This design comes from an exercise in tuning for small area, a short achievable clock period and few clock cycles per item on the open sky130 flow, not from production work.
RTL that was checked went through simulation tests only; none was proved equivalent to the original.
No functional check of the RTL was part of run 1.

## flow/design.v (module list and top-level ports; edited modules follow where they fit)
// module milestone1: 204 lines
// module m1_engine1: 644 lines
// module m1_final10: 98 lines
// module m1_final11: 117 lines
// module m1_tap: 108 lines
// module m1_pq: 263 lines
// module m1_filter: 130 lines
module milestone1 (
    input  logic        CLOCK_50_I,
    input  logic        resetn,
    input  logic        M1_start,
    input  logic [15:0] SRAM_read_data,
    output logic [15:0] SRAM_write_data,
    output logic [17:0] SRAM_address,
    output logic        SRAM_we_n,
    output logic        M1_done
);
  // ...
==> flow/flow/run.sh <==
#!/bin/bash
set -euo pipefail
sed 's/SETUP_SLACK_MARGIN=5 /SETUP_SLACK_MARGIN=7.6 /' standard.sh > standard_m.sh
grep -q 'SETUP_SLACK_MARGIN=7.6 ' standard_m.sh
bash standard_m.sh > standard_m.log 2>&1
==> flow/standard.sh <==
#!/bin/bash
# synth_recipe.tcl (not shown) runs the flow's synth.tcl, then flattens the netlist and writes it again
# the make line also repeats each setting of config.mk as NAME=value (left out here)
make -C /OpenROAD-flow-scripts/flow DESIGN_CONFIG=/design/flow/config.mk WORK_HOME=/design/flow/orfs CLKGATE_MAP_FILE= SYNTH_SCRIPT=/design/flow/synth_recipe.tcl "${@:-finish}"
==> flow/config.mk <==
export PLATFORM = sky130hd
export DESIGN_NAME = milestone1
export DESIGN_NICKNAME = milestone1
export VERILOG_FILES = /design/flow/design.v
export SDC_FILE = /design/flow/constraint.sdc
export NUM_CORES = 4
export LEC_CHECK = 0
export CAP_MARGIN = 20
export CORE_MARGIN = 2
export CORE_UTILIZATION = 40
export SETUP_SLACK_MARGIN = 5
export SLEW_MARGIN = 20
export SYNTH_HIERARCHICAL = 1
export SYNTH_MINIMUM_KEEP_SIZE = 0
==> flow/constraint.sdc <==
create_clock -name core_clock -period 10.5 [get_ports {CLOCK_50_I}]
set_input_delay 2.1000 -clock core_clock [delete_from_list [all_inputs] [get_ports {CLOCK_50_I}]]
set_output_delay 2.1000 -clock core_clock [all_outputs]
set_load 0.01 [all_outputs]
==> reports/metrics.cfg, run 1 <==
[run_status]
status = finished clean

[worst_setup_path]
path_depth = 13
crit_path_end_kind = flop
r2r_start = a1[4]
startpoint_type = flop
max_stage_delay_ns = 0.52
crit_family = adder cells

[route]
wl_per_cell_um = 18.7
wl_met1_um = 29900
met2WireLength_um = 32600
drt-initial-drc-count = 1063

[cells_and_area]
largest_class = multi-input gates
final_cell_mix = inv_1 (383), dfxtp_1 (214), ha_1 (200), fa_1 (192), nand2_1 (158)
layout_commonest_cell = inv_1
clkbuf_count = 62
areaGrowthSynthToFinish_pct = 17.1
final_cells = 3659

[clock_network]
cts_buffer_depth = 3
cts_resized = 320
clock_latency_ns = 0.62

[timing]
grt_setup_unrepaired = true
setup_ws_ns = 7.10
period_share_pct = 32.3
setup_viol = 0
period_minus_slack_ns = 3.40
max_freq_mhz = 294

[floorplanning]
die_y_um = 268
rows = 96

[logic_synthesis]
synthCells = 2622

[hold_path]
worstHoldPathCells = 0

==> module milestone1, before the edit <==
module milestone1 (
    input  logic        CLOCK_50_I,
    input  logic        resetn,
    input  logic        M1_start,
    input  logic [15:0] SRAM_read_data,
    output logic [15:0] SRAM_write_data,
    output logic [17:0] SRAM_address,
    output logic        SRAM_we_n,
    output logic        M1_done
);
localparam logic [17:0] U_BASE   = 18'd38400;
localparam logic [17:0] V_BASE   = 18'd57600;
localparam logic [17:0] RGB_BASE = 18'd146944;
logic        run;          
logic        pro_n;        
logic        wr;           
logic [4:0]  ph;           
logic [15:0] k;            
logic [7:0]  jc;           
logic [17:0] wa;           
logic [7:0] us [0:6];
logic [7:0] vs [0:6];
always_ff @(posedge CLOCK_50_I) begin
    if (ph[1]) begin
        if (!k[0]) begin
            us[0] <= us[2]; us[1] <= us[3]; us[2] <= us[4]; us[3] <= us[5]; us[4] <= us[6];
            us[5] <= SRAM_read_data[15:8]; us[6] <= SRAM_read_data[7:0];
        end else begin
            vs[0] <= vs[2]; vs[1] <= vs[3]; vs[2] <= vs[4]; vs[3] <= vs[5]; vs[4] <= vs[6];
            vs[5] <= SRAM_read_data[15:8]; vs[6] <= SRAM_read_data[7:0];
        end
    end
end
logic use_v;                        
logic c_odd;
logic sA, sB, sC, sD, sE, sF, sG, sH, sI, sJ, sK, sL;
wire j0 = (jc == 8'd0), j1 = (jc == 8'd1), j157 = (jc == 8'd157);
wire j158 = (jc == 8'd158), j159 = (jc == 8'd159);
wire ne = !jc[0] && !j0 && !j158;
wire no = jc[0] && !j1 && !j157 && !j159;
always_ff @(posedge CLOCK_50_I) begin
    use_v <= ph[0];
    c_odd <= jc[0];
    sA <= j157 | j159 | no;
    sB <= j1 | j158 | ne;
    sC <= j0;
    sD <= jc[0];
    sE <= j158 | ne;
    sF <= !jc[0];
    sG <= j159;
    sH <= j1 | j157 | no;
    sI <= j1 | j157 | j158 | no;
    sJ <= j0 | ne;
    sK <= j157 | j158;
    sL <= j1 | no;
end
wire c_j159 = sG;
wire [7:0] S0 = use_v ? vs[0] : us[0];
wire [7:0] S1 = use_v ? vs[1] : us[1];
wire [7:0] S2 = use_v ? vs[2] : us[2];
wire [7:0] S3 = use_v ? vs[3] : us[3];
wire [7:0] S4 = use_v ? vs[4] : us[4];
wire [7:0] S5 = use_v ? vs[5] : us[5];
wire [7:0] S6 = use_v ? vs[6] : us[6];
function automatic [7:0] pick(input [3:0] sel, input [7:0] a, input [7:0] b,
                              input [7:0] c, input [7:0] d);
    pick = ({8{sel[0]}} & a) | ({8{sel[1]}} & b) | ({8{sel[2]}} & c) | ({8{sel[3]}} & d);
endfunction
wire [7:0] x0 = pick({1'b0, sC, sB, sA}, S0, S1, S3, 8'd0);
wire [7:0] x1 = pick({1'b0, sC, sE, sD}, S1, S2, S3, 8'd0);
wire [7:0] x2 = pick({2'b0, sF, sD}, S2, S3, 8'd0, 8'd0);
wire [7:0] x3 = pick({1'b0, sF, sH, sG}, S2, S3, S4, 8'd0);
wire [7:0] x4 = pick({1'b0, sJ, sI, sG}, S2, S4, S5, 8'd0);
wire [7:0] x5 = pick({sJ, sL, sK, sG}, S2, S4, S5, S6);
logic [8:0] a1, a2, a3;
wire [8:0] a1_n, a2_n, a3_n;
m1_tap u_tap (.x0(x0), .x1(x1), .x2(x2), .x3(x3), .x4(x4), .x5(x5),
    .a1(a1_n), .a2(a2_n), .a3(a3_n));
always_ff @(posedge CLOCK_50_I) begin
    a1 <= a1_n;
    a2 <= a2_n;
    a3 <= a3_n;
end
logic [14:0] fp, fq;
logic [8:0]  fa3;
wire [14:0] fp_n, fq_n;
m1_pq u_pq (.a1(a1), .a2(a2), .a3(a3), .p(fp_n), .q(fq_n));
always_ff @(posedge CLOCK_50_I) begin
    fp  <= fp_n;
    fq  <= fq_n;
    fa3 <= a3;
end
wire [8:0] fw;                      
m1_filter u_filter (.p(fp), .q(fq), .a3(fa3), .fs(fw));
logic [7:0] op_y, ylo;
logic [8:0] op_u, op_v;             
logic [8:0] fvr;                    
wire [7:0] ue = c_odd ? us[2] : us[3];    
wire [7:0] ve = c_odd ? vs[2] : vs[1];    
always_ff @(posedge CLOCK_50_I) begin
    fvr <= fw;
    if (ph[2]) begin
        op_y <= SRAM_read_data[15:8];
        ylo  <= SRAM_read_data[7:0];
    end
    if (ph[3]) begin
        op_u <= {ue[7], ~ue[7], ue[6:0]};
        op_v <= {ve[7], ~ve[7], ve[6:0]};
    end
    if (ph[4]) begin
        op_y <= ylo;
        op_u <= fw;
        op_v <= fvr;
    end
end
wire [9:0]  r_ha, r_hb, g_ha, g_hb;
wire [10:0] b_ha, b_hb;
wire [3:0]  r_gg, r_gp, g_gg, g_gp, b_gg, b_gp;
m1_engine1 u_e1 (.py(op_y), .pu(op_u), .pv(op_v),
    .tr_ha(r_ha), .tr_hb(r_hb), .tr_gg(r_gg), .tr_gp(r_gp),
    .tg_ha(g_ha), .tg_hb(g_hb), .tg_gg(g_gg), .tg_gp(g_gp),
    .tb_ha(b_ha), .tb_hb(b_hb), .tb_gg(b_gg), .tb_gp(b_gp));
logic [9:0]  q_r_ha, q_r_hb, q_g_ha, q_g_hb;
logic [10:0] q_b_ha, q_b_hb;
logic [3:0]  q_r_gg, q_r_gp, q_g_gg, q_g_gp, q_b_gg, q_b_gp;
logic        q_ku, q_kv;
always_ff @(posedge CLOCK_50_I) begin
    q_r_ha <= r_ha; q_r_hb <= r_hb; q_r_gg <= r_gg; q_r_gp <= r_gp;
    q_g_ha <= g_ha; q_g_hb <= g_hb; q_g_gg <= g_gg; q_g_gp <= g_gp;
    q_b_ha <= b_ha; q_b_hb <= b_hb; q_b_gg <= b_gg; q_b_gp <= b_gp;
    q_ku <= ~op_u[8] & ~op_u[7];
    q_kv <= ~op_v[8] & ~op_v[7];
end
wire [9:0]  tr, tg;
wire [10:0] tb;
m1_final10 u_fr (.ha(q_r_ha), .hb(q_r_hb), .gg(q_r_gg), .gp(q_r_gp), .t(tr));
m1_final10 u_fg (.ha(q_g_ha), .hb(q_g_hb), .gg(q_g_gg), .gp(q_g_gp), .t(tg));
m1_final11 u_fb (.ha(q_b_ha), .hb(q_b_hb), .gg(q_b_gg), .gp(q_b_gp), .t(tb));
wire [7:0] cr = {8{~q_kv & (tr[9] | tr[8])}} & ({8{tr[9]}} | tr[7:0]);             
wire [7:0] cg = {8{~(q_ku | q_kv) & tg[9]}} & ({8{tg[8]}} | tg[7:0]);               
wire [7:0] cb = {8{~q_ku & tb[10]}} & ({8{tb[9] | tb[8]}} | tb[7:0]);              
logic [7:0] b0;
always_ff @(posedge CLOCK_50_I) begin
    if (ph[0]) b0 <= cb;
    if (ph[0])      SRAM_write_data <= {cr, cg};
    else if (ph[1]) SRAM_write_data <= {b0, cr};
    else            SRAM_write_data <= {cg, cb};
end
wire [15:0] ynext = k - 16'd4;               
wire [14:0] cidx = k[15:1];                  
always_ff @(posedge CLOCK_50_I) begin
    if (!run) begin
        wr <= 1'b0;
        k <= 16'd0;
        jc <= 8'd155;
        wa <= RGB_BASE;
    end else begin
        if ((ph[0] || ph[1] || ph[2]) && wr) wa <= wa + 18'd1;
        if (ph[4]) begin
            k <= k + 16'd1;
            jc <= c_j159 ? 8'd0 : jc + 8'd1;
            wr <= pro_n;
        end
    end
end
always_ff @(posedge CLOCK_50_I or negedge resetn) begin
    if (!resetn) begin
        run <= 1'b0;
        pro_n <= 1'b0;
        ph <= 5'b10000;
        SRAM_address <= 18'd0;
        SRAM_we_n <= 1'b1;
        M1_done <= 1'b0;
    end else if (!run) begin
        if (M1_start && !M1_done) begin
            run <= 1'b1;
            SRAM_address <= V_BASE;                
        end
        pro_n <= 1'b0;
        ph <= 5'b10000;
        SRAM_we_n <= 1'b1;
    end else begin
        ph <= {ph[3:0], ph[4]};
        if (ph[0] || ph[1] || ph[2]) begin         
            SRAM_address <= wa;
            SRAM_we_n <= !wr;
        end
        if (ph[3]) begin                           
            SRAM_we_n <= 1'b1;
            if (k[0]) SRAM_address <= U_BASE + {3'd0, cidx};
            else      SRAM_address <= V_BASE + {3'd0, cidx};
            if (wr && wa == 18'd0) begin
                run <= 1'b0;
                M1_done <= 1'b1;
            end
        end
        if (ph[4]) begin                           
            SRAM_address <= {2'd0, ynext};
            SRAM_we_n <= 1'b1;
            if (c_j159) pro_n <= 1'b1;
        end
    end
end
endmodule
==> module m1_filter, before the edit <==
module m1_filter (
    input  wire [14:0] p,
    input  wire [14:0] q,
    input  wire [8:0] a3,
    output wire [8:0] fs
);
wire f_n0 = ~p[3];
wire f_n1 = p[4] ^ q[4];
wire f_n2 = p[4] & q[4];
wire f_n3 = ~(p[5] ^ q[5]);
wire f_n4 = p[5] | q[5];
wire f_n5 = ~(p[6] ^ q[6]);
wire f_n6 = p[6] | q[6];
wire f_n7 = ~(p[7] ^ q[7]);
wire f_n8 = p[7] | q[7];
wire f_n9 = a3[0] ^ f_n6;
wire f_n10 = a3[0] & f_n6;
wire f_n11 = p[8] ^ q[8] ^ a3[1];
wire f_n12 = (p[8] & q[8]) | (p[8] & a3[1]) | (q[8] & a3[1]);
wire f_n13 = f_n8 ^ f_n10;
wire f_n14 = f_n8 & f_n10;
wire f_n15 = p[9] ^ q[9] ^ a3[2];
wire f_n16 = (p[9] & q[9]) | (p[9] & a3[2]) | (q[9] & a3[2]);
wire f_n17 = f_n12 ^ f_n15;
wire f_n18 = f_n12 & f_n15;
wire f_n19 = p[10] ^ q[10] ^ a3[3];
wire f_n20 = (p[10] & q[10]) | (p[10] & a3[3]) | (q[10] & a3[3]);
wire f_n21 = f_n16 ^ f_n19;
wire f_n22 = f_n16 & f_n19;
wire f_n23 = ~(p[11] ^ q[11]);
wire f_n24 = p[11] | q[11];
wire f_n25 = a3[4] ^ f_n23 ^ f_n20;
wire f_n26 = (a3[4] & f_n23) | (a3[4] & f_n20) | (f_n23 & f_n20);
wire f_n27 = ~(p[12] ^ q[12]);
wire f_n28 = p[12] | q[12];
wire f_n29 = a3[5] ^ f_n24 ^ f_n27;
wire f_n30 = (a3[5] & f_n24) | (a3[5] & f_n27) | (f_n24 & f_n27);
wire f_n31 = p[13] ^ q[13] ^ a3[6];
wire f_n32 = (p[13] & q[13]) | (p[13] & a3[6]) | (q[13] & a3[6]);
wire f_n33 = f_n28 ^ f_n31;
wire f_n34 = f_n28 & f_n31;
wire f_n35 = p[14] ^ q[14] ^ a3[7];
wire f_n36 = (p[14] & q[14]) | (p[14] & a3[7]) | (q[14] & a3[7]);
wire f_n37 = f_n32 ^ f_n35;
wire f_n38 = f_n32 & f_n35;
wire f_n39 = a3[8] ^ f_n36;
wire f_n40 = a3[8] & f_n36;
wire [16:0] fs_a = {f_n40, f_n39, f_n34, f_n30, f_n29, f_n22, f_n18, f_n14, f_n11, f_n7, f_n4, f_n3, p[3], q[3], p[2], p[1], p[0]};
wire [16:0] fs_b = {1'b0, f_n38, f_n37, f_n33, f_n26, f_n25, f_n21, f_n17, f_n13, f_n9, f_n5, f_n2, f_n1, f_n0, q[2], q[1], q[0]};
wire [16:0] fs_g = fs_a & fs_b;
wire [16:0] fs_p = fs_a ^ fs_b;
wire fs_lo_t0_0 = fs_g[1] | (fs_p[1] & fs_g[0]);
wire fs_lo_t0_2 = fs_g[3] | (fs_p[3] & fs_g[2]);
wire fs_lo_q0_2 = fs_p[3] & fs_p[2];
wire fs_lo_t0_4 = fs_g[5] | (fs_p[5] & fs_g[4]);
wire fs_lo_q0_4 = fs_p[5] & fs_p[4];
wire fs_lo_t0_6 = fs_g[7] | (fs_p[7] & fs_g[6]);
wire fs_lo_q0_6 = fs_p[7] & fs_p[6];
wire fs_lo_t1_0 = fs_lo_t0_2 | (fs_lo_q0_2 & fs_lo_t0_0);
wire fs_lo_t1_2 = fs_lo_t0_6 | (fs_lo_q0_6 & fs_lo_t0_4);
wire fs_lo_q1_2 = fs_lo_q0_6 & fs_lo_q0_4;
wire fs_lo_t2_0 = fs_lo_t1_2 | (fs_lo_q1_2 & fs_lo_t1_0);
wire fs_cl = fs_lo_t2_0;
wire fs_s8 = fs_p[8] ^ fs_cl;
wire fs_s9 = fs_p[9] ^ (fs_g[8] | (fs_p[8] & fs_cl));
wire fs_u10_t0_0 = fs_g[9] | (fs_p[9] & fs_g[8]);
wire fs_u10_q0_0 = fs_p[9] & fs_p[8];
wire fs_s10 = fs_p[10] ^ (fs_u10_t0_0 | (fs_u10_q0_0 & fs_cl));
wire fs_u11_t0_0 = fs_g[9] | (fs_p[9] & fs_g[8]);
wire fs_u11_q0_0 = fs_p[9] & fs_p[8];
wire fs_u11_t1_0 = fs_g[10] | (fs_p[10] & fs_u11_t0_0);
wire fs_u11_q1_0 = fs_p[10] & fs_u11_q0_0;
wire fs_s11 = fs_p[11] ^ (fs_u11_t1_0 | (fs_u11_q1_0 & fs_cl));
wire fs_u12_t0_0 = fs_g[9] | (fs_p[9] & fs_g[8]);
wire fs_u12_q0_0 = fs_p[9] & fs_p[8];
wire fs_u12_t0_2 = fs_g[11] | (fs_p[11] & fs_g[10]);
wire fs_u12_q0_2 = fs_p[11] & fs_p[10];
wire fs_u12_t1_0 = fs_u12_t0_2 | (fs_u12_q0_2 & fs_u12_t0_0);
wire fs_u12_q1_0 = fs_u12_q0_2 & fs_u12_q0_0;
wire fs_s12 = fs_p[12] ^ (fs_u12_t1_0 | (fs_u12_q1_0 & fs_cl));
wire fs_u13_t0_0 = fs_g[9] | (fs_p[9] & fs_g[8]);
wire fs_u13_q0_0 = fs_p[9] & fs_p[8];
wire fs_u13_t0_2 = fs_g[11] | (fs_p[11] & fs_g[10]);
wire fs_u13_q0_2 = fs_p[11] & fs_p[10];
wire fs_u13_t1_0 = fs_u13_t0_2 | (fs_u13_q0_2 & fs_u13_t0_0);
wire fs_u13_q1_0 = fs_u13_q0_2 & fs_u13_q0_0;
wire fs_u13_t2_0 = fs_g[12] | (fs_p[12] & fs_u13_t1_0);
wire fs_u13_q2_0 = fs_p[12] & fs_u13_q1_0;
wire fs_s13 = fs_p[13] ^ (fs_u13_t2_0 | (fs_u13_q2_0 & fs_cl));
wire fs_u14_t0_0 = fs_g[9] | (fs_p[9] & fs_g[8]);
wire fs_u14_q0_0 = fs_p[9] & fs_p[8];
wire fs_u14_t0_2 = fs_g[11] | (fs_p[11] & fs_g[10]);
wire fs_u14_q0_2 = fs_p[11] & fs_p[10];
wire fs_u14_t0_4 = fs_g[13] | (fs_p[13] & fs_g[12]);
wire fs_u14_q0_4 = fs_p[13] & fs_p[12];
wire fs_u14_t1_0 = fs_u14_t0_2 | (fs_u14_q0_2 & fs_u14_t0_0);
wire fs_u14_q1_0 = fs_u14_q0_2 & fs_u14_q0_0;
wire fs_u14_t2_0 = fs_u14_t0_4 | (fs_u14_q0_4 & fs_u14_t1_0);
wire fs_u14_q2_0 = fs_u14_q0_4 & fs_u14_q1_0;
wire fs_s14 = fs_p[14] ^ (fs_u14_t2_0 | (fs_u14_q2_0 & fs_cl));
wire fs_u15_t0_0 = fs_g[9] | (fs_p[9] & fs_g[8]);
wire fs_u15_q0_0 = fs_p[9] & fs_p[8];
wire fs_u15_t0_2 = fs_g[11] | (fs_p[11] & fs_g[10]);
wire fs_u15_q0_2 = fs_p[11] & fs_p[10];
wire fs_u15_t0_4 = fs_g[13] | (fs_p[13] & fs_g[12]);
wire fs_u15_q0_4 = fs_p[13] & fs_p[12];
wire fs_u15_t1_0 = fs_u15_t0_2 | (fs_u15_q0_2 & fs_u15_t0_0);
wire fs_u15_q1_0 = fs_u15_q0_2 & fs_u15_q0_0;
wire fs_u15_t1_2 = fs_g[14] | (fs_p[14] & fs_u15_t0_4);
wire fs_u15_q1_2 = fs_p[14] & fs_u15_q0_4;
wire fs_u15_t2_0 = fs_u15_t1_2 | (fs_u15_q1_2 & fs_u15_t1_0);
wire fs_u15_q2_0 = fs_u15_q1_2 & fs_u15_q1_0;
wire fs_s15 = fs_p[15] ^ (fs_u15_t2_0 | (fs_u15_q2_0 & fs_cl));
wire fs_u16_t0_0 = fs_g[9] | (fs_p[9] & fs_g[8]);
wire fs_u16_q0_0 = fs_p[9] & fs_p[8];
wire fs_u16_t0_2 = fs_g[11] | (fs_p[11] & fs_g[10]);
wire fs_u16_q0_2 = fs_p[11] & fs_p[10];
wire fs_u16_t0_4 = fs_g[13] | (fs_p[13] & fs_g[12]);
wire fs_u16_q0_4 = fs_p[13] & fs_p[12];
wire fs_u16_t0_6 = fs_g[15] | (fs_p[15] & fs_g[14]);
wire fs_u16_q0_6 = fs_p[15] & fs_p[14];
wire fs_u16_t1_0 = fs_u16_t0_2 | (fs_u16_q0_2 & fs_u16_t0_0);
wire fs_u16_q1_0 = fs_u16_q0_2 & fs_u16_q0_0;
wire fs_u16_t1_2 = fs_u16_t0_6 | (fs_u16_q0_6 & fs_u16_t0_4);
wire fs_u16_q1_2 = fs_u16_q0_6 & fs_u16_q0_4;
wire fs_u16_t2_0 = fs_u16_t1_2 | (fs_u16_q1_2 & fs_u16_t1_0);
wire fs_u16_q2_0 = fs_u16_q1_2 & fs_u16_q1_0;
wire fs_s16 = fs_p[16] ^ (fs_u16_t2_0 | (fs_u16_q2_0 & fs_cl));
assign fs = {fs_s16, fs_s15, fs_s14, fs_s13, fs_s12, fs_s11, fs_s10, fs_s9, fs_s8};
endmodule
==> inputs of run 2 (changes only) <==
--- a/flow/design.v
+++ b/flow/design.v
@@ -83,17 +83,18 @@
     a2 <= a2_n;
     a3 <= a3_n;
 end
-logic [14:0] fp, fq;
-logic [8:0]  fa3;
-wire [14:0] fp_n, fq_n;
-m1_pq u_pq (.a1(a1), .a2(a2), .a3(a3), .p(fp_n), .q(fq_n));
+logic [9:0] e1, e2, e3;
+logic [8:0] fa3;
+wire [9:0] e1_n, e2_n, e3_n;
+m1_dif u_dif (.a1(a1), .a2(a2), .a3(a3), .e1(e1_n), .e2(e2_n), .e3(e3_n));
 always_ff @(posedge CLOCK_50_I) begin
-    fp  <= fp_n;
-    fq  <= fq_n;
+    e1  <= e1_n;
+    e2  <= e2_n;
+    e3  <= e3_n;
     fa3 <= a3;
 end
 wire [8:0] fw;                      
-m1_filter u_filter (.p(fp), .q(fq), .a3(fa3), .fs(fw));
+m1_filter u_filter (.e1(e1), .e2(e2), .e3(e3), .a3(fa3), .fs(fw));
 logic [7:0] op_y, ylo;
 logic [8:0] op_u, op_v;             
 logic [8:0] fvr;                    
@@ -1171,318 +1172,203 @@
 wire [8:0] a3_c = {a3_G2_7, a3_G2_6, a3_G2_5, a3_G2_4, a3_G1_3, a3_G1_2, a3_G0_1, a3_g[0], 1'b0};
 assign a3 = a3_p ^ a3_c;
 endmodule
-module m1_pq (
+module m1_dif (
     input  wire [8:0] a1,
     input  wire [8:0] a2,
     input  wire [8:0] a3,
-    output wire [14:0] p,
-    output wire [14:0] q
+    output wire [9:0] e1,
+    output wire [9:0] e2,
+    output wire [9:0] e3
 );
-wire q_n0 = ~a1[0];
-wire q_n1 = ~(a1[1] ^ a1[0]);
-wire q_n2 = a1[1] | a1[0];
-wire q_n3 = a1[2] ^ a1[0] ^ ~a2[2];
-wire q_n4 = (a1[2] & a1[0]) | (a1[2] & ~a2[2]) | (a1[0] & ~a2[2]);
-wire q_n5 = ~a2[0] ^ q_n2;
-wire q_n6 = ~a2[0] & q_n2;
-wire q_n7 = ~(a1[3] ^ a1[1]);
-wire q_n8 = a1[3] | a1[1];
-wire q_n9 = ~a2[3] ^ ~a2[1] ^ q_n7;
-wire q_n10 = (~a2[3] & ~a2[1]) | (~a2[3] & q_n7) | (~a2[1] & q_n7);
-wire q_n11 = q_n6 ^ q_n4;
-wire q_n12 = q_n6 & q_n4;
-wire q_n13 = a1[4] ^ a1[2] ^ a1[0];
-wire q_n14 = (a1[4] & a1[2]) | (a1[4] & a1[0]) | (a1[2] & a1[0]);
-wire q_n15 = ~a2[4] ^ ~a2[2] ^ ~a2[0];
-wire q_n16 = (~a2[4] & ~a2[2]) | (~a2[4] & ~a2[0]) | (~a2[2] & ~a2[0]);
-wire q_n17 = q_n8 ^ q_n13 ^ q_n15;
-wire q_n18 = (q_n8 & q_n13) | (q_n8 & q_n15) | (q_n13 & q_n15);
-wire q_n19 = q_n10 ^ q_n12;
-wire q_n20 = q_n10 & q_n12;
-wire q_n21 = ~(a1[5] ^ a1[3]);
-wire q_n22 = a1[5] | a1[3];
-wire q_n23 = a1[1] ^ ~a2[5] ^ ~a2[3];
-wire q_n24 = (a1[1] & ~a2[5]) | (a1[1] & ~a2[3]) | (~a2[5] & ~a2[3]);
-wire q_n25 = ~a2[1] ^ q_n21 ^ q_n14;
-wire q_n26 = (~a2[1] & q_n21) | (~a2[1] & q_n14) | (q_n21 & q_n14);
-wire q_n27 = q_n16 ^ q_n23 ^ q_n25;
-wire q_n28 = (q_n16 & q_n23) | (q_n16 & q_n25) | (q_n23 & q_n25);
-wire q_n29 = q_n20 ^ q_n18;
-wire q_n30 = q_n20 & q_n18;
-wire q_n31 = ~(a1[6] ^ a1[4]);
-wire q_n32 = a1[6] | a1[4];
-wire q_n33 = a1[2] ^ ~a2[6] ^ ~a2[4];
-wire q_n34 = (a1[2] & ~a2[6]) | (a1[2] & ~a2[4]) | (~a2[6] & ~a2[4]);
-wire q_n35 = ~a2[2] ^ q_n22 ^ q_n31;
-wire q_n36 = (~a2[2] & q_n22) | (~a2[2] & q_n31) | (q_n22 & q_n31);
-wire q_n37 = q_n24 ^ q_n33 ^ q_n35;
-wire q_n38 = (q_n24 & q_n33) | (q_n24 & q_n35) | (q_n33 & q_n35);
-wire q_n39 = q_n26 ^ q_n37 ^ q_n30;
-wire q_n40 = (q_n26 & q_n37) | (q_n26 & q_n30) | (q_n37 & q_n30);
-wire q_n41 = ~(a1[7] ^ a1[5]);
-wire q_n42 = a1[7] | a1[5];
-wire q_n43 = a1[3] ^ ~a2[7] ^ ~a2[5];
-wire q_n44 = (a1[3] & ~a2[7]) | (a1[3] & ~a2[5]) | (~a2[7] & ~a2[5]);
-wire q_n45 = ~a2[3] ^ q_n32 ^ q_n41;
-wire q_n46 = (~a2[3] & q_n32) | (~a2[3] & q_n41) | (q_n32 & q_n41);
-wire q_n47 = q_n34 ^ q_n43 ^ q_n36;
-wire q_n48 = (q_n34 & q_n43) | (q_n34 & q_n36) | (q_n43 & q_n36);
-wire q_n49 = q_n45 ^ q_n38 ^ q_n47;
-wire q_n50 = (q_n45 & q_n38) | (q_n45 & q_n47) | (q_n38 & q_n47);
-wire q_n51 = ~(a1[8] ^ a1[6]);
-wire q_n52 = a1[8] | a1[6];
-wire q_n53 = a1[4] ^ ~a2[8] ^ ~a2[6];
-wire q_n54 = (a1[4] & ~a2[8]) | (a1[4] & ~a2[6]) | (~a2[8] & ~a2[6]);
-wire q_n55 = ~a2[4] ^ q_n42 ^ q_n51;
-wire q_n56 = (~a2[4] & q_n42) | (~a2[4] & q_n51) | (q_n42 & q_n51);
-wire q_n57 = q_n44 ^ q_n53 ^ q_n46;
-wire q_n58 = (q_n44 & q_n53) | (q_n44 & q_n46) | (q_n53 & q_n46);
-wire q_n59 = q_n55 ^ q_n48 ^ q_n57;
-wire q_n60 = (q_n55 & q_n48) | (q_n55 & q_n57) | (q_n48 & q_n57);
-wire q_n61 = ~(a1[7] ^ a1[5]);
-wire q_n62 = a1[7] | a1[5];
-wire q_n63 = ~a2[7] ^ ~a2[5] ^ q_n52;
-wire q_n64 = (~a2[7] & ~a2[5]) | (~a2[7] & q_n52) | (~a2[5] & q_n52);
-wire q_n65 = q_n61 ^ q_n54 ^ q_n56;
-wire q_n66 = (q_n61 & q_n54) | (q_n61 & q_n56) | (q_n54 & q_n56);
-wire q_n67 = q_n63 ^ q_n58 ^ q_n65;
-wire q_n68 = (q_n63 & q_n58) | (q_n63 & q_n65) | (q_n58 & q_n65);
-wire q_n69 = ~(a1[8] ^ a1[6]);
-wire q_n70 = a1[8] | a1[6];
-wire q_n71 = ~a2[8] ^ ~a2[6] ^ q_n62;
-wire q_n72 = (~a2[8] & ~a2[6]) | (~a2[8] & q_n62) | (~a2[6] & q_n62);
-wire q_n73 = q_n69 ^ q_n64 ^ q_n71;
-wire q_n74 = (q_n69 & q_n64) | (q_n69 & q_n71) | (q_n64 & q_n71);
-wire q_n75 = q_n66 ^ q_n73;
-wire q_n76 = q_n66 & q_n73;
-wire q_n77 = ~(a1[7] ^ ~a2[7]);
-wire q_n78 = a1[7] | ~a2[7];
-wire q_n79 = q_n70 ^ q_n77 ^ q_n72;
-wire q_n80 = (q_n70 & q_n77) | (q_n70 & q_n72) | (q_n77 & q_n72);
-wire q_n81 = q_n74 ^ q_n79;
-wire q_n82 = q_n74 & q_n79;
-wire q_n83 = ~(a1[8] ^ ~a2[8]);
-wire q_n84 = a1[8] | ~a2[8];
-wire q_n85 = q_n78 ^ q_n83 ^ q_n80;
-wire q_n86 = (q_n78 & q_n83) | (q_n78 & q_n80) | (q_n83 & q_n80);
-wire q_n87 = ~q_n84;
-wire [14:0] p_a = {1'b1, q_n87, q_n82, q_n81, q_n75, q_n60, q_n50, q_n40, q_n28, q_n29, q_n19, q_n9, q_n5, ~a2[1], ~a2[0]};
-wire [14:0] p_b = {q_n84, q_n86, q_n85, q_n76, q_n68, q_n67, q_n59, q_n49, q_n39, q_n27, q_n17, q_n11, q_n3, q_n1, q_n0};
-wire [14:0] p_g = p_a & p_b;
-wire [14:0] p_p = p_a ^ p_b;
-wire p_G0_1 = p_g[1] | (p_p[1] & p_g[0]);
-wire p_P0_1 = p_p[1] & p_p[0];
-wire p_G0_3 = p_g[3] | (p_p[3] & p_g[2]);
-wire p_P0_3 = p_p[3] & p_p[2];
-wire p_G0_5 = p_g[5] | (p_p[5] & p_g[4]);
-wire p_P0_5 = p_p[5] & p_p[4];
-wire p_G0_7 = p_g[7] | (p_p[7] & p_g[6]);
-wire p_P0_7 = p_p[7] & p_p[6];
-wire p_G0_9 = p_g[9] | (p_p[9] & p_g[8]);
-wire p_P0_9 = p_p[9] & p_p[8];
-wire p_G0_11 = p_g[11] | (p_p[11] & p_g[10]);
-wire p_P0_11 = p_p[11] & p_p[10];
-wire p_G0_13 = p_g[13] | (p_p[13] & p_g[12]);
-wire p_P0_13 = p_p[13] & p_p[12];
-wire p_G1_2 = p_g[2] | (p_p[2] & p_G0_1);
-wire p_P1_2 = p_p[2] & p_P0_1;
-wire p_G1_3 = p_G0_3 | (p_P0_3 & p_G0_1);
-wire p_P1_3 = p_P0_3 & p_P0_1;
-wire p_G1_6 = p_g[6] | (p_p[6] & p_G0_5);
-wire p_P1_6 = p_p[6] & p_P0_5;
-wire p_G1_7 = p_G0_7 | (p_P0_7 & p_G0_5);
-wire p_P1_7 = p_P0_7 & p_P0_5;
-wire p_G1_10 = p_g[10] | (p_p[10] & p_G0_9);
-wire p_P1_10 = p_p[10] & p_P0_9;
-wire p_G1_11 = p_G0_11 | (p_P0_11 & p_G0_9);
-wire p_P1_11 = p_P0_11 & p_P0_9;
-wire p_G1_14 = p_g[14] | (p_p[14] & p_G0_13);
-wire p_P1_14 = p_p[14] & p_P0_13;
-wire p_G2_4 = p_g[4] | (p_p[4] & p_G1_3);
-wire p_P2_4 = p_p[4] & p_P1_3;
-wire p_G2_5 = p_G0_5 | (p_P0_5 & p_G1_3);
-wire p_P2_5 = p_P0_5 & p_P1_3;
-wire p_G2_6 = p_G1_6 | (p_P1_6 & p_G1_3);
-wire p_P2_6 = p_P1_6 & p_P1_3;
-wire p_G2_7 = p_G1_7 | (p_P1_7 & p_G1_3);
-wire p_P2_7 = p_P1_7 & p_P1_3;
-wire p_G2_12 = p_g[12] | (p_p[12] & p_G1_11);
-wire p_P2_12 = p_p[12] & p_P1_11;
-wire p_G2_13 = p_G0_13 | (p_P0_13 & p_G1_11);
-wire p_P2_13 = p_P0_13 & p_P1_11;
-wire p_G2_14 = p_G1_14 | (p_P1_14 & p_G1_11);
-wire p_P2_14 = p_P1_14 & p_P1_11;
-wire p_G3_8 = p_g[8] | (p_p[8] & p_G2_7);
-wire p_P3_8 = p_p[8] & p_P2_7;
-wire p_G3_9 = p_G0_9 | (p_P0_9 & p_G2_7);
-wire p_P3_9 = p_P0_9 & p_P2_7;
-wire p_G3_10 = p_G1_10 | (p_P1_10 & p_G2_7);
-wire p_P3_10 = p_P1_10 & p_P2_7;
-wire p_G3_11 = p_G1_11 | (p_P1_11 & p_G2_7);
-wire p_P3_11 = p_P1_11 & p_P2_7;
-wire p_G3_12 = p_G2_12 | (p_P2_12 & p_G2_7);
-wire p_P3_12 = p_P2_12 & p_P2_7;
-wire p_G3_13 = p_G2_13 | (p_P2_13 & p_G2_7);
-wire p_P3_13 = p_P2_13 & p_P2_7;
-wire p_G3_14 = p_G2_14 | (p_P2_14 & p_G2_7);
-wire p_P3_14 = p_P2_14 & p_P2_7;
-wire [14:0] p_c = {p_G3_13, p_G3_12, p_G3_11, p_G3_10, p_G3_9, p_G3_8, p_G2_7, p_G2_6, p_G2_5, p_G2_4, p_G1_3, p_G1_2, p_G0_1, p_g[0], 1'b0};
-assign p = p_p ^ p_c;
-wire q_n88 = ~a2[0];
-wire q_n89 = ~(a2[1] ^ a2[0]);
-wire q_n90 = a2[1] | a2[0];
-wire q_n91 = a2[2] ^ ~a3[2];
-wire q_n92 = a2[2] & ~a3[2];
-wire q_n93 = a2[3] ^ ~a3[3];
-wire q_n94 = a2[3] & ~a3[3];
-wire q_n95 = a2[4] ^ ~a3[4];
-wire q_n96 = a2[4] & ~a3[4];
-wire q_n97 = ~(a3[0] ^ a2[5]);
-wire q_n98 = a3[0] | a2[5];
-wire q_n99 = ~a3[5] ^ ~a2[0] ^ q_n97;
-wire q_n100 = (~a3[5] & ~a2[0]) | (~a3[5] & q_n97) | (~a2[0] & q_n97);
-wire q_n101 = ~(a3[1] ^ a2[6]);
-wire q_n102 = a3[1] | a2[6];
-wire q_n103 = ~a3[6] ^ ~a2[1] ^ q_n98;
-wire q_n104 = (~a3[6] & ~a2[1]) | (~a3[6] & q_n98) | (~a2[1] & q_n98);
-wire q_n105 = q_n101 ^ q_n100;
-wire q_n106 = q_n101 & q_n100;
-wire q_n107 = ~(a3[2] ^ a2[7]);
-wire q_n108 = a3[2] | a2[7];
-wire q_n109 = ~a3[7] ^ ~a2[2] ^ q_n102;
-wire q_n110 = (~a3[7] & ~a2[2]) | (~a3[7] & q_n102) | (~a2[2] & q_n102);
-wire q_n111 = q_n107 ^ q_n104 ^ q_n109;
-wire q_n112 = (q_n107 & q_n104) | (q_n107 & q_n109) | (q_n104 & q_n109);
-wire q_n113 = ~(a3[3] ^ a2[8]);
-wire q_n114 = a3[3] | a2[8];
-wire q_n115 = ~a3[8] ^ ~a2[3] ^ q_n108;
-wire q_n116 = (~a3[8] & ~a2[3]) | (~a3[8] & q_n108) | (~a2[3] & q_n108);
-wire q_n117 = q_n113 ^ q_n110 ^ q_n115;
-wire q_n118 = (q_n113 & q_n110) | (q_n113 & q_n115) | (q_n110 & q_n115);
-wire q_n119 = ~(a3[4] ^ ~a2[4]);
-wire q_n120 = a3[4] | ~a2[4];
-wire q_n121 = q_n114 ^ q_n119 ^ q_n116;
-wire q_n122 = (q_n114 & q_n119) | (q_n114 & q_n116) | (q_n119 & q_n116);
-wire q_n123 = a3[5] ^ ~a2[5] ^ q_n120;
-wire q_n124 = (a3[5] & ~a2[5]) | (a3[5] & q_n120) | (~a2[5] & q_n120);
-wire q_n125 = ~(a3[6] ^ ~a2[6]);
-wire q_n126 = a3[6] | ~a2[6];
-wire q_n127 = ~(a3[7] ^ ~a2[7]);
-wire q_n128 = a3[7] | ~a2[7];
-wire q_n129 = ~(a3[8] ^ ~a2[8]);
-wire q_n130 = a3[8] | ~a2[8];
-wire [14:0] q_a = {1'b1, q_n128, q_n126, q_n125, q_n123, q_n118, q_n112, q_n106, q_n103, q_n96, q_n94, q_n92, q_n90, ~a3[1], ~a3[0]};
-wire [14:0] q_b = {q_n130, q_n129, q_n127, q_n124, q_n122, q_n121, q_n117, q_n111, q_n105, q_n99, q_n95, q_n93, q_n91, q_n89, q_n88};
-wire [14:0] q_g = q_a & q_b;
-wire [14:0] q_p = q_a ^ q_b;
-wire q_G0_1 = q_g[1] | (q_p[1] & q_g[0]);
-wire q_P0_1 = q_p[1] & q_p[0];
-wire q_G0_3 = q_g[3] | (q_p[3] & q_g[2]);
-wire q_P0_3 = q_p[3] & q_p[2];
-wire q_G0_5 = q_g[5] | (q_p[5] & q_g[4]);
-wire q_P0_5 = q_p[5] & q_p[4];
-wire q_G0_7 = q_g[7] | (q_p[7] & q_g[6]);
-wire q_P0_7 = q_p[7] & q_p[6];
-wire q_G0_9 = q_g[9] | (q_p[9] & q_g[8]);
-wire q_P0_9 = q_p[9] & q_p[8];
-wire q_G0_11 = q_g[11] | (q_p[11] & q_g[10]);
-wire q_P0_11 = q_p[11] & q_p[10];
-wire q_G0_13 = q_g[13] | (q_p[13] & q_g[12]);
-wire q_P0_13 = q_p[13] & q_p[12];
-wire q_G1_2 = q_g[2] | (q_p[2] & q_G0_1);
-wire q_P1_2 = q_p[2] & q_P0_1;
-wire q_G1_3 = q_G0_3 | (q_P0_3 & q_G0_1);
-wire q_P1_3 = q_P0_3 & q_P0_1;
-wire q_G1_6 = q_g[6] | (q_p[6] & q_G0_5);
-wire q_P1_6 = q_p[6] & q_P0_5;
-wire q_G1_7 = q_G0_7 | (q_P0_7 & q_G0_5);
-wire q_P1_7 = q_P0_7 & q_P0_5;
-wire q_G1_10 = q_g[10] | (q_p[10] & q_G0_9);
-wire q_P1_10 = q_p[10] & q_P0_9;
-wire q_G1_11 = q_G0_11 | (q_P0_11 & q_G0_9);
-wire q_P1_11 = q_P0_11 & q_P0_9;
-wire q_G1_14 = q_g[14] | (q_p[14] & q_G0_13);
-wire q_P1_14 = q_p[14] & q_P0_13;
-wire q_G2_4 = q_g[4] | (q_p[4] & q_G1_3);
-wire q_P2_4 = q_p[4] & q_P1_3;
-wire q_G2_5 = q_G0_5 | (q_P0_5 & q_G1_3);
-wire q_P2_5 = q_P0_5 & q_P1_3;
-wire q_G2_6 = q_G1_6 | (q_P1_6 & q_G1_3);
-wire q_P2_6 = q_P1_6 & q_P1_3;
-wire q_G2_7 = q_G1_7 | (q_P1_7 & q_G1_3);
-wire q_P2_7 = q_P1_7 & q_P1_3;
-wire q_G2_12 = q_g[12] | (q_p[12] & q_G1_11);
-wire q_P2_12 = q_p[12] & q_P1_11;
-wire q_G2_13 = q_G0_13 | (q_P0_13 & q_G1_11);
-wire q_P2_13 = q_P0_13 & q_P1_11;
-wire q_G2_14 = q_G1_14 | (q_P1_14 & q_G1_11);
-wire q_P2_14 = q_P1_14 & q_P1_11;
-wire q_G3_8 = q_g[8] | (q_p[8] & q_G2_7);
-wire q_P3_8 = q_p[8] & q_P2_7;
-wire q_G3_9 = q_G0_9 | (q_P0_9 & q_G2_7);
-wire q_P3_9 = q_P0_9 & q_P2_7;
-wire q_G3_10 = q_G1_10 | (q_P1_10 & q_G2_7);
-wire q_P3_10 = q_P1_10 & q_P2_7;
-wire q_G3_11 = q_G1_11 | (q_P1_11 & q_G2_7);
-wire q_P3_11 = q_P1_11 & q_P2_7;
-wire q_G3_12 = q_G2_12 | (q_P2_12 & q_G2_7);
-wire q_P3_12 = q_P2_12 & q_P2_7;
-wire q_G3_13 = q_G2_13 | (q_P2_13 & q_G2_7);
-wire q_P3_13 = q_P2_13 & q_P2_7;
-wire q_G3_14 = q_G2_14 | (q_P2_14 & q_G2_7);
-wire q_P3_14 = q_P2_14 & q_P2_7;
-wire [14:0] q_c = {q_G3_13, q_G3_12, q_G3_11, q_G3_10, q_G3_9, q_G3_8, q_G2_7, q_G2_6, q_G2_5, q_G2_4, q_G1_3, q_G1_2, q_G0_1, q_g[0], 1'b0};
-assign q = q_p ^ q_c;
+wire [8:0] a2n = ~a2;
+wire [8:0] a3n = ~a3;
+wire [9:0] e1_a = {1'b0, a1[8], a1[7], a1[6], a1[5], a1[4], a1[3], a1[2], a1[1], a1[0]};
+wire [9:0] e1_b = {1'b0, a2n[8], a2n[7], a2n[6], a2n[5], a2n[4], a2n[3], a2n[2], a2n[1], a2n[0]};
+wire [9:0] e1_g = e1_a & e1_b;
+wire [9:0] e1_p = e1_a ^ e1_b;
+wire e1_G0_1 = e1_g[1] | (e1_p[1] & e1_g[0]);
+wire e1_P0_1 = e1_p[1] & e1_p[0];
+wire e1_G0_3 = e1_g[3] | (e1_p[3] & e1_g[2]);
+wire e1_P0_3 = e1_p[3] & e1_p[2];
+wire e1_G0_5 = e1_g[5] | (e1_p[5] & e1_g[4]);
+wire e1_P0_5 = e1_p[5] & e1_p[4];
+wire e1_G0_7 = e1_g[7] | (e1_p[7] & e1_g[6]);
+wire e1_P0_7 = e1_p[7] & e1_p[6];
+wire e1_G0_9 = e1_g[9] | (e1_p[9] & e1_g[8]);
+wire e1_P0_9 = e1_p[9] & e1_p[8];
+wire e1_G1_2 = e1_g[2] | (e1_p[2] & e1_G0_1);
+wire e1_P1_2 = e1_p[2] & e1_P0_1;
+wire e1_G1_3 = e1_G0_3 | (e1_P0_3 & e1_G0_1);
+wire e1_P1_3 = e1_P0_3 & e1_P0_1;
+wire e1_G1_6 = e1_g[6] | (e1_p[6] & e1_G0_5);
+wire e1_P1_6 = e1_p[6] & e1_P0_5;
+wire e1_G1_7 = e1_G0_7 | (e1_P0_7 & e1_G0_5);
+wire e1_P1_7 = e1_P0_7 & e1_P0_5;
+wire e1_G2_4 = e1_g[4] | (e1_p[4] & e1_G1_3);
+wire e1_P2_4 = e1_p[4] & e1_P1_3;
+wire e1_G2_5 = e1_G0_5 | (e1_P0_5 & e1_G1_3);
+wire e1_P2_5 = e1_P0_5 & e1_P1_3;
+wire e1_G2_6 = e1_G1_6 | (e1_P1_6 & e1_G1_3);
+wire e1_P2_6 = e1_P1_6 & e1_P1_3;
+wire e1_G2_7 = e1_G1_7 | (e1_P1_7 & e1_G1_3);
+wire e1_P2_7 = e1_P1_7 & e1_P1_3;
+wire e1_G3_8 = e1_g[8] | (e1_p[8] & e1_G2_7);
+wire e1_P3_8 = e1_p[8] & e1_P2_7;
+wire e1_G3_9 = e1_G0_9 | (e1_P0_9 & e1_G2_7);
+wire e1_P3_9 = e1_P0_9 & e1_P2_7;
+wire [9:0] e1_c = {e1_G3_8, e1_G2_7, e1_G2_6, e1_G2_5, e1_G2_4, e1_G1_3, e1_G1_2, e1_G0_1, e1_g[0], 1'b0};
+assign e1 = e1_p ^ e1_c;
+wire [9:0] e2_a = {1'b0, a3[8], a3[7], a3[6], a3[5], a3[4], a3[3], a3[2], a3[1], a3[0]};
+wire [9:0] e2_b = {1'b0, a2n[8], a2n[7], a2n[6], a2n[5], a2n[4], a2n[3], a2n[2], a2n[1], a2n[0]};
+wire [9:0] e2_g = e2_a & e2_b;
+wire [9:0] e2_p = e2_a ^ e2_b;
+wire e2_G0_1 = e2_g[1] | (e2_p[1] & e2_g[0]);
+wire e2_P0_1 = e2_p[1] & e2_p[0];
+wire e2_G0_3 = e2_g[3] | (e2_p[3] & e2_g[2]);
+wire e2_P0_3 = e2_p[3] & e2_p[2];
+wire e2_G0_5 = e2_g[5] | (e2_p[5] & e2_g[4]);
+wire e2_P0_5 = e2_p[5] & e2_p[4];
+wire e2_G0_7 = e2_g[7] | (e2_p[7] & e2_g[6]);
+wire e2_P0_7 = e2_p[7] & e2_p[6];
+wire e2_G0_9 = e2_g[9] | (e2_p[9] & e2_g[8]);
+wire e2_P0_9 = e2_p[9] & e2_p[8];
+wire e2_G1_2 = e2_g[2] | (e2_p[2] & e2_G0_1);
+wire e2_P1_2 = e2_p[2] & e2_P0_1;
+wire e2_G1_3 = e2_G0_3 | (e2_P0_3 & e2_G0_1);
+wire e2_P1_3 = e2_P0_3 & e2_P0_1;
+wire e2_G1_6 = e2_g[6] | (e2_p[6] & e2_G0_5);
+wire e2_P1_6 = e2_p[6] & e2_P0_5;
+wire e2_G1_7 = e2_G0_7 | (e2_P0_7 & e2_G0_5);
+wire e2_P1_7 = e2_P0_7 & e2_P0_5;
+wire e2_G2_4 = e2_g[4] | (e2_p[4] & e2_G1_3);
+wire e2_P2_4 = e2_p[4] & e2_P1_3;
+wire e2_G2_5 = e2_G0_5 | (e2_P0_5 & e2_G1_3);
+wire e2_P2_5 = e2_P0_5 & e2_P1_3;
+wire e2_G2_6 = e2_G1_6 | (e2_P1_6 & e2_G1_3);
+wire e2_P2_6 = e2_P1_6 & e2_P1_3;
+wire e2_G2_7 = e2_G1_7 | (e2_P1_7 & e2_G1_3);
+wire e2_P2_7 = e2_P1_7 & e2_P1_3;
+wire e2_G3_8 = e2_g[8] | (e2_p[8] & e2_G2_7);
+wire e2_P3_8 = e2_p[8] & e2_P2_7;
+wire e2_G3_9 = e2_G0_9 | (e2_P0_9 & e2_G2_7);
+wire e2_P3_9 = e2_P0_9 & e2_P2_7;
+wire [9:0] e2_c = {e2_G3_8, e2_G2_7, e2_G2_6, e2_G2_5, e2_G2_4, e2_G1_3, e2_G1_2, e2_G0_1, e2_g[0], 1'b0};
+assign e2 = e2_p ^ e2_c;
+wire [9:0] e3_a = {1'b0, a1[8], a1[7], a1[6], a1[5], a1[4], a1[3], a1[2], a1[1], a1[0]};
+wire [9:0] e3_b = {1'b0, a3n[8], a3n[7], a3n[6], a3n[5], a3n[4], a3n[3], a3n[2], a3n[1], a3n[0]};
+wire [9:0] e3_g = e3_a & e3_b;
+wire [9:0] e3_p = e3_a ^ e3_b;
+wire e3_G0_1 = e3_g[1] | (e3_p[1] & e3_g[0]);
+wire e3_P0_1 = e3_p[1] & e3_p[0];
+wire e3_G0_3 = e3_g[3] | (e3_p[3] & e3_g[2]);
+wire e3_P0_3 = e3_p[3] & e3_p[2];
+wire e3_G0_5 = e3_g[5] | (e3_p[5] & e3_g[4]);
+wire e3_P0_5 = e3_p[5] & e3_p[4];
+wire e3_G0_7 = e3_g[7] | (e3_p[7] & e3_g[6]);
+wire e3_P0_7 = e3_p[7] & e3_p[6];
+wire e3_G0_9 = e3_g[9] | (e3_p[9] & e3_g[8]);
+wire e3_P0_9 = e3_p[9] & e3_p[8];
+wire e3_G1_2 = e3_g[2] | (e3_p[2] & e3_G0_1);
+wire e3_P1_2 = e3_p[2] & e3_P0_1;
+wire e3_G1_3 = e3_G0_3 | (e3_P0_3 & e3_G0_1);
+wire e3_P1_3 = e3_P0_3 & e3_P0_1;
+wire e3_G1_6 = e3_g[6] | (e3_p[6] & e3_G0_5);
+wire e3_P1_6 = e3_p[6] & e3_P0_5;
+wire e3_G1_7 = e3_G0_7 | (e3_P0_7 & e3_G0_5);
+wire e3_P1_7 = e3_P0_7 & e3_P0_5;
+wire e3_G2_4 = e3_g[4] | (e3_p[4] & e3_G1_3);
+wire e3_P2_4 = e3_p[4] & e3_P1_3;
+wire e3_G2_5 = e3_G0_5 | (e3_P0_5 & e3_G1_3);
+wire e3_P2_5 = e3_P0_5 & e3_P1_3;
+wire e3_G2_6 = e3_G1_6 | (e3_P1_6 & e3_G1_3);
+wire e3_P2_6 = e3_P1_6 & e3_P1_3;
+wire e3_G2_7 = e3_G1_7 | (e3_P1_7 & e3_G1_3);
+wire e3_P2_7 = e3_P1_7 & e3_P1_3;
+wire e3_G3_8 = e3_g[8] | (e3_p[8] & e3_G2_7);
+wire e3_P3_8 = e3_p[8] & e3_P2_7;
+wire e3_G3_9 = e3_G0_9 | (e3_P0_9 & e3_G2_7);
+wire e3_P3_9 = e3_P0_9 & e3_P2_7;
+wire [9:0] e3_c = {e3_G3_8, e3_G2_7, e3_G2_6, e3_G2_5, e3_G2_4, e3_G1_3, e3_G1_2, e3_G0_1, e3_g[0], 1'b0};
+assign e3 = e3_p ^ e3_c;
 endmodule
 module m1_filter (
-    input  wire [14:0] p,
-    input  wire [14:0] q,
+    input  wire [9:0] e1,
+    input  wire [9:0] e2,
+    input  wire [9:0] e3,
     input  wire [8:0] a3,
     output wire [8:0] fs
 );
-wire f_n0 = ~p[3];
-wire f_n1 = p[4] ^ q[4];
-wire f_n2 = p[4] & q[4];
-wire f_n3 = ~(p[5] ^ q[5]);
-wire f_n4 = p[5] | q[5];
-wire f_n5 = ~(p[6] ^ q[6]);
-wire f_n6 = p[6] | q[6];
-wire f_n7 = ~(p[7] ^ q[7]);
-wire f_n8 = p[7] | q[7];
-wire f_n9 = a3[0] ^ f_n6;
-wire f_n10 = a3[0] & f_n6;
-wire f_n11 = p[8] ^ q[8] ^ a3[1];
-wire f_n12 = (p[8] & q[8]) | (p[8] & a3[1]) | (q[8] & a3[1]);
-wire f_n13 = f_n8 ^ f_n10;
-wire f_n14 = f_n8 & f_n10;
-wire f_n15 = p[9] ^ q[9] ^ a3[2];
-wire f_n16 = (p[9] & q[9]) | (p[9] & a3[2]) | (q[9] & a3[2]);
-wire f_n17 = f_n12 ^ f_n15;
-wire f_n18 = f_n12 & f_n15;
-wire f_n19 = p[10] ^ q[10] ^ a3[3];
-wire f_n20 = (p[10] & q[10]) | (p[10] & a3[3]) | (q[10] & a3[3]);
-wire f_n21 = f_n16 ^ f_n19;
-wire f_n22 = f_n16 & f_n19;
-wire f_n23 = ~(p[11] ^ q[11]);
-wire f_n24 = p[11] | q[11];
-wire f_n25 = a3[4] ^ f_n23 ^ f_n20;
-wire f_n26 = (a3[4] & f_n23) | (a3[4] & f_n20) | (f_n23 & f_n20);
-wire f_n27 = ~(p[12] ^ q[12]);
-wire f_n28 = p[12] | q[12];
-wire f_n29 = a3[5] ^ f_n24 ^ f_n27;
-wire f_n30 = (a3[5] & f_n24) | (a3[5] & f_n27) | (f_n24 & f_n27);
-wire f_n31 = p[13] ^ q[13] ^ a3[6];
-wire f_n32 = (p[13] & q[13]) | (p[13] & a3[6]) | (q[13] & a3[6]);
-wire f_n33 = f_n28 ^ f_n31;
-wire f_n34 = f_n28 & f_n31;
-wire f_n35 = p[14] ^ q[14] ^ a3[7];
-wire f_n36 = (p[14] & q[14]) | (p[14] & a3[7]) | (q[14] & a3[7]);
-wire f_n37 = f_n32 ^ f_n35;
-wire f_n38 = f_n32 & f_n35;
-wire f_n39 = a3[8] ^ f_n36;
-wire f_n40 = a3[8] & f_n36;
-wire [16:0] fs_a = {f_n40, f_n39, f_n34, f_n30, f_n29, f_n22, f_n18, f_n14, f_n11, f_n7, f_n4, f_n3, p[3], q[3], p[2], p[1], p[0]};
-wire [16:0] fs_b = {1'b0, f_n38, f_n37, f_n33, f_n26, f_n25, f_n21, f_n17, f_n13, f_n9, f_n5, f_n2, f_n1, f_n0, q[2], q[1], q[0]};
+wire f_n0 = ~e1[0];
+wire f_n1 = e1[1] ^ e3[3];
+wire f_n2 = e1[1] & e3[3];
+wire f_n3 = ~(e1[0] ^ e1[2]);
+wire f_n4 = e1[0] | e1[2];
+wire f_n5 = e3[4] ^ f_n3;
+wire f_n6 = e3[4] & f_n3;
+wire f_n7 = ~(e1[1] ^ e1[3]);
+wire f_n8 = e1[1] | e1[3];
+wire f_n9 = e3[5] ^ e2[0] ^ f_n4;
+wire f_n10 = (e3[5] & e2[0]) | (e3[5] & f_n4) | (e2[0] & f_n4);
+wire f_n11 = f_n7 ^ f_n6;
+wire f_n12 = f_n7 & f_n6;
+wire f_n13 = e1[2] ^ e1[4] ^ e3[6];
+wire f_n14 = (e1[2] & e1[4]) | (e1[2] & e3[6]) | (e1[4] & e3[6]);
+wire f_n15 = e2[1] ^ f_n8 ^ f_n13;
+wire f_n16 = (e2[1] & f_n8) | (e2[1] & f_n13) | (f_n8 & f_n13);
+wire f_n17 = f_n10 ^ f_n12;
+wire f_n18 = f_n10 & f_n12;
+wire f_n19 = ~(e1[3] ^ e1[5]);
+wire f_n20 = e1[3] | e1[5];
+wire f_n21 = e3[7] ^ e2[2] ^ a3[0];
+wire f_n22 = (e3[7] & e2[2]) | (e3[7] & a3[0]) | (e2[2] & a3[0]);
+wire f_n23 = f_n19 ^ f_n14 ^ f_n21;
+wire f_n24 = (f_n19 & f_n14) | (f_n19 & f_n21) | (f_n14 & f_n21);
+wire f_n25 = f_n16 ^ f_n18;
+wire f_n26 = f_n16 & f_n18;
+wire f_n27 = e1[4] ^ e1[6] ^ e3[8];
+wire f_n28 = (e1[4] & e1[6]) | (e1[4] & e3[8]) | (e1[6] & e3[8]);
+wire f_n29 = e2[3] ^ a3[1] ^ f_n20;
+wire f_n30 = (e2[3] & a3[1]) | (e2[3] & f_n20) | (a3[1] & f_n20);
+wire f_n31 = f_n22 ^ f_n27 ^ f_n29;
+wire f_n32 = (f_n22 & f_n27) | (f_n22 & f_n29) | (f_n27 & f_n29);
+wire f_n33 = f_n24 ^ f_n31;
+wire f_n34 = f_n24 & f_n31;
+wire f_n35 = ~(e1[5] ^ e1[7]);
+wire f_n36 = e1[5] | e1[7];
+wire f_n37 = e3[9] ^ e2[4] ^ a3[2];
+wire f_n38 = (e3[9] & e2[4]) | (e3[9] & a3[2]) | (e2[4] & a3[2]);
+wire f_n39 = f_n35 ^ f_n28 ^ f_n37;
+wire f_n40 = (f_n35 & f_n28) | (f_n35 & f_n37) | (f_n28 & f_n37);
+wire f_n41 = f_n30 ^ f_n39 ^ f_n32;
+wire f_n42 = (f_n30 & f_n39) | (f_n30 & f_n32) | (f_n39 & f_n32);
+wire f_n43 = ~(e1[6] ^ e1[8]);
+wire f_n44 = e1[6] | e1[8];
+wire f_n45 = e2[5] ^ a3[3] ^ f_n36;
+wire f_n46 = (e2[5] & a3[3]) | (e2[5] & f_n36) | (a3[3] & f_n36);
+wire f_n47 = f_n43 ^ f_n38 ^ f_n45;
+wire f_n48 = (f_n43 & f_n38) | (f_n43 & f_n45) | (f_n38 & f_n45);
+wire f_n49 = f_n40 ^ f_n47;
+wire f_n50 = f_n40 & f_n47;
+wire f_n51 = e1[7] ^ e1[9] ^ e2[6];
+wire f_n52 = (e1[7] & e1[9]) | (e1[7] & e2[6]) | (e1[9] & e2[6]);
+wire f_n53 = a3[4] ^ f_n44 ^ f_n51;
+wire f_n54 = (a3[4] & f_n44) | (a3[4] & f_n51) | (f_n44 & f_n51);
+wire f_n55 = f_n46 ^ f_n53 ^ f_n48;
+wire f_n56 = (f_n46 & f_n53) | (f_n46 & f_n48) | (f_n53 & f_n48);
+wire f_n57 = ~(e1[8] ^ e2[7]);
+wire f_n58 = e1[8] | e2[7];
+wire f_n59 = a3[5] ^ f_n57 ^ f_n52;
+wire f_n60 = (a3[5] & f_n57) | (a3[5] & f_n52) | (f_n57 & f_n52);
+wire f_n61 = f_n54 ^ f_n59;
+wire f_n62 = f_n54 & f_n59;
+wire f_n63 = e1[9] ^ e2[8] ^ a3[6];
+wire f_n64 = (e1[9] & e2[8]) | (e1[9] & a3[6]) | (e2[8] & a3[6]);
+wire f_n65 = f_n58 ^ f_n63 ^ f_n60;
+wire f_n66 = (f_n58 & f_n63) | (f_n58 & f_n60) | (f_n63 & f_n60);
+wire f_n67 = e2[9] ^ a3[7] ^ f_n64;
+wire f_n68 = (e2[9] & a3[7]) | (e2[9] & f_n64) | (a3[7] & f_n64);
+wire [16:0] fs_a = {1'b0, a3[8], f_n67, f_n62, f_n61, f_n50, f_n49, f_n34, f_n26, f_n23, f_n15, f_n9, f_n2, e1[0], e3[2], e3[1], 1'b1};
+wire [16:0] fs_b = {1'b0, f_n68, f_n66, f_n65, f_n56, f_n55, f_n42, f_n41, f_n33, f_n25, f_n17, f_n11, f_n5, f_n1, f_n0, 1'b0, e3[0]};
 wire [16:0] fs_g = fs_a & fs_b;
 wire [16:0] fs_p = fs_a ^ fs_b;
 wire fs_lo_t0_0 = fs_g[1] | (fs_p[1] & fs_g[0]);
==> flow/flow/run.sh (replaced) <==
#!/bin/bash
set -euo pipefail
sed 's/SETUP_SLACK_MARGIN=5 /SETUP_SLACK_MARGIN=7 /' standard.sh > standard_m.sh
grep -q 'SETUP_SLACK_MARGIN=7 ' standard_m.sh
bash standard_m.sh > standard_m.log 2>&1
--- a/flow/config.mk
+++ b/flow/config.mk
@@ -8,6 +8,7 @@
 export CAP_MARGIN = 20
 export CORE_MARGIN = 2
 export CORE_UTILIZATION = 40
+export CTS_BUF_LIST = sky130_fd_sc_hd__clkbuf_4 sky130_fd_sc_hd__clkbuf_8
 export SETUP_SLACK_MARGIN = 5
 export SLEW_MARGIN = 20
 export SYNTH_HIERARCHICAL = 1
==> run 2 against run 1 <==
Still clean; clock-buffer cell count rose by 40; cell area fell by 9.3%; critical path depth rose by 3; register-to-register slack got worse by 0.11 ns; highest routed layer is now met4; first-iteration DRC count rose by 5.0%; clock skew rose by 0.020 ns; critical endpoint is now op_u[7].
==> reports/metrics.cfg, run 2 <==
[route]
drt-vias-per-instance = 5.03
routed_wirelength_um = 62500
ant_nets = 0
drt-initial-drc-count = 1116  ; +5.0%
drc = 0
vias = 17300
wl_per_cell_um = 18.1  ; -2.8%
dr.pass1.iters = 7

[cells_and_area]
layout_commonest_cell = inv_1
areaGrowthSynthToFinish_pct = 10.2
drive_gt1_share_pct = 14.2
reg.largest.list = us x56, vs x56
final_util_pct = 44.3
fin_nets = 2983
final_cell_mix = inv_1 (403), dfxtp_1 (226), fa_1 (224), ha_1 (217), nand2_1 (168)

[timing]
skew_ns = 0.0613
maxSlewHeadroom_pct = 37.7
hold_viol = 0
setup_ws_ns = 6.99  ; -0.113 ns
setup_viol = 0  ; unchanged
maxSlewViolCount = 0
grt_setup_unrepaired = true
worst_slew_pin_slew_ns = 0.933
period_share_pct = 33.4  ; +1.1 points
tns_ns = 0
max_freq_mhz = 285  ; -3.2%
period_minus_slack_ns = 3.51  ; +0.113 ns

[worst_setup_path]
worstSetupPathType = flop to flop
worst-path-buf-inv = 5
slowest_stage = fa_1
r2r_cells = 16
startpoint_type = flop
r2r_end = op_u[7]
crit_family = adder cells
cp.arrival_ns = 3.93
crit_path_end_kind = flop
r2r_slack_ns = 6.99
r2r_start = e1[3]
path_depth = 16  ; +3
max_stage_delay_ns = 0.55  ; +0.03 ns
path_common_cell = inv_2
crit_fanout = 5
worstPathCellList = inv_2, ha_4, inv_2, fa_1, inv_1, fa_2, fa_1, inv_2, ha_4, a21oi_4, o21ai_2, a21oi_2, buf_4, and4b_1, nor3_2, a21o_1
required_ns = 10.92

[floorplanning]
ios = 55
start_util_pct = 40.2
rows = 95  ; -1.0%
core-area_um2 = 66900
die_y_um = 263  ; -1.8%
die_w_um = 263
die_area_um2 = 69400

[hold_path]
worstHoldPathCells = 0  ; unchanged
min_path_type = flop to flop
hold_start = a3[5]
holdPathEnd = fa3[5]

[logic_synthesis]
synthCells = 2510  ; -4.3%
yosysWarnings = 9
syn_area_um2 = 26900
synth_area_per_cell_um2 = 10.7

[place]
io_buffers = 54
gp_congestion = 1.01
dp_slack_ns = 6.72
dp_hpwl_um = 47600

[global_route]
grt_start_max_net_pins = 61
grt_pass1_wl_um = 98100
grt_pass1_vias = 17900
antenna_found_initial = 4
grtUsageTotal_pct = 18.1
grt_overflow = 0

[clock_network]
cts_tree = built
cts_buffer_depth = 3  ; unchanged
clock_latency_ns = 0.71  ; +0.09 ns
htreeDepth = 3
clock_sinks = 413
root_buffer = clkbuf_8
numCtsBuffers = 73
clkTransAtPathRegs_ns = 0.06

[run_status]
status = finished clean

[flow_run]
maxCapViolCount = 0

-- run 2: cell type report --
| class | count | area, um^2 |
|---|---|---|
| Sequential cell | 413 | 9950 |
| Timing Repair Buffer | 128 | 1110 |
| Fill cell | 6206 | 37300 |
| Clock buffer | 102 | 1300 |
| Antenna cell | 1 | 2.50 |
| Tap cell | 873 | 1090 |
| Multi-Input combinational cell | 1480 | 14300 |
| Clock inverter | 31 | 317 |
| Inverter | 418 | 1600 |
-- run 2: how the worst max path moves through the flow --
| stage | from | slack (ns) | endpoint |
|---|---|---|---|
| 3_3_place_gp | op_y[1] | 6.78 | q_g_gg[3] |
| 4_1_cts | SRAM_we_n | 6.84 | SRAM_we_n |
| 5_1_grt | e1[3] | 6.84 | op_u[8] |
| 6_report | e1[3] | 6.99 | op_u[7] |
| 2_1_floorplan | e1[3] | 7.02 | op_u[8] |
| 3_5_place_dp | M1_start | 6.72 | SRAM_address[3] |
-- run 2: per-stage QoR --
| stage | std cells | area, um^2 | hold slack, ns |
|---|---|---|---|
| after floorplan | 2511 | 26900 | 0.355 |
| after global placement | 3249 | 27400 | 0.403 |
| after detailed placement | 3249 | 27400 | 0.402 |
| after CTS | 3409 | 29300 | 0.402 |
| after global routing | 3446 | 29700 | 0.409 |
| final | 3446 | 29700 | 0.399 |
-- run 2: layer usage --
layer | up-vias | track usage, % | wire length, um
li1 | 8232 | - | -
met2 | 506 | 29.6 | 29400
met5 | - | 0 | 0
met4 | 0 | 8.23 | 2500
met1 | 8459 | 23.2 | 27000
met3 | 152 | 3.77 | 3690
-- run 2: what timing repair did --
item / 4_1_cts / 5_1_grt
hold buffers: 0 / 0
gates resized for setup: 64 / 29
buffers inserted: 27 / 36
endpoints found under the hold margin: 0 / 0
pin swaps: 9 / 11
setup endpoints to repair: 50 / 27
Testbench counts of run 2, summed over its fixed seeds: cycles 1,152,162, pixels 460,800.

==> what the ideal ports hide <==
The results above use ideal ports. As a check the final layouts listed here were re-extracted and re-timed, cells and wires unchanged. Step 1 (the two cells are an assumption about what drives the block):
set clk [get_ports {CLOCK_50_I}]
set_driving_cell -lib_cell sky130_fd_sc_hd__clkbuf_16 $clk
set_driving_cell -lib_cell sky130_fd_sc_hd__buf_2 [delete_from_list [all_inputs] $clk]
Step 2 adds t to the input delays and takes it off the output delays; t is the mean of the earliest and latest rising clock arrival at the registers after step 1. Input paths then give back, and output paths get back, about the clock's delay inside the block. a / b / c = no drivers / after step 1 / after step 2; a / b = the first two.
run	t, ns	setup WS [ns]	slew at the worst register clock pin (ns)
run 1	0.659	7.104 / 7.071 / 6.981	0.06 / 0.06
run 2	0.742	6.991 / 6.991 / 6.694	0.06 / 0.06
After both steps every run listed still meets setup and hold. The setup slack of run 2, which loses most, moves by 0.000 ns with the drivers and by -0.297 ns with both steps.
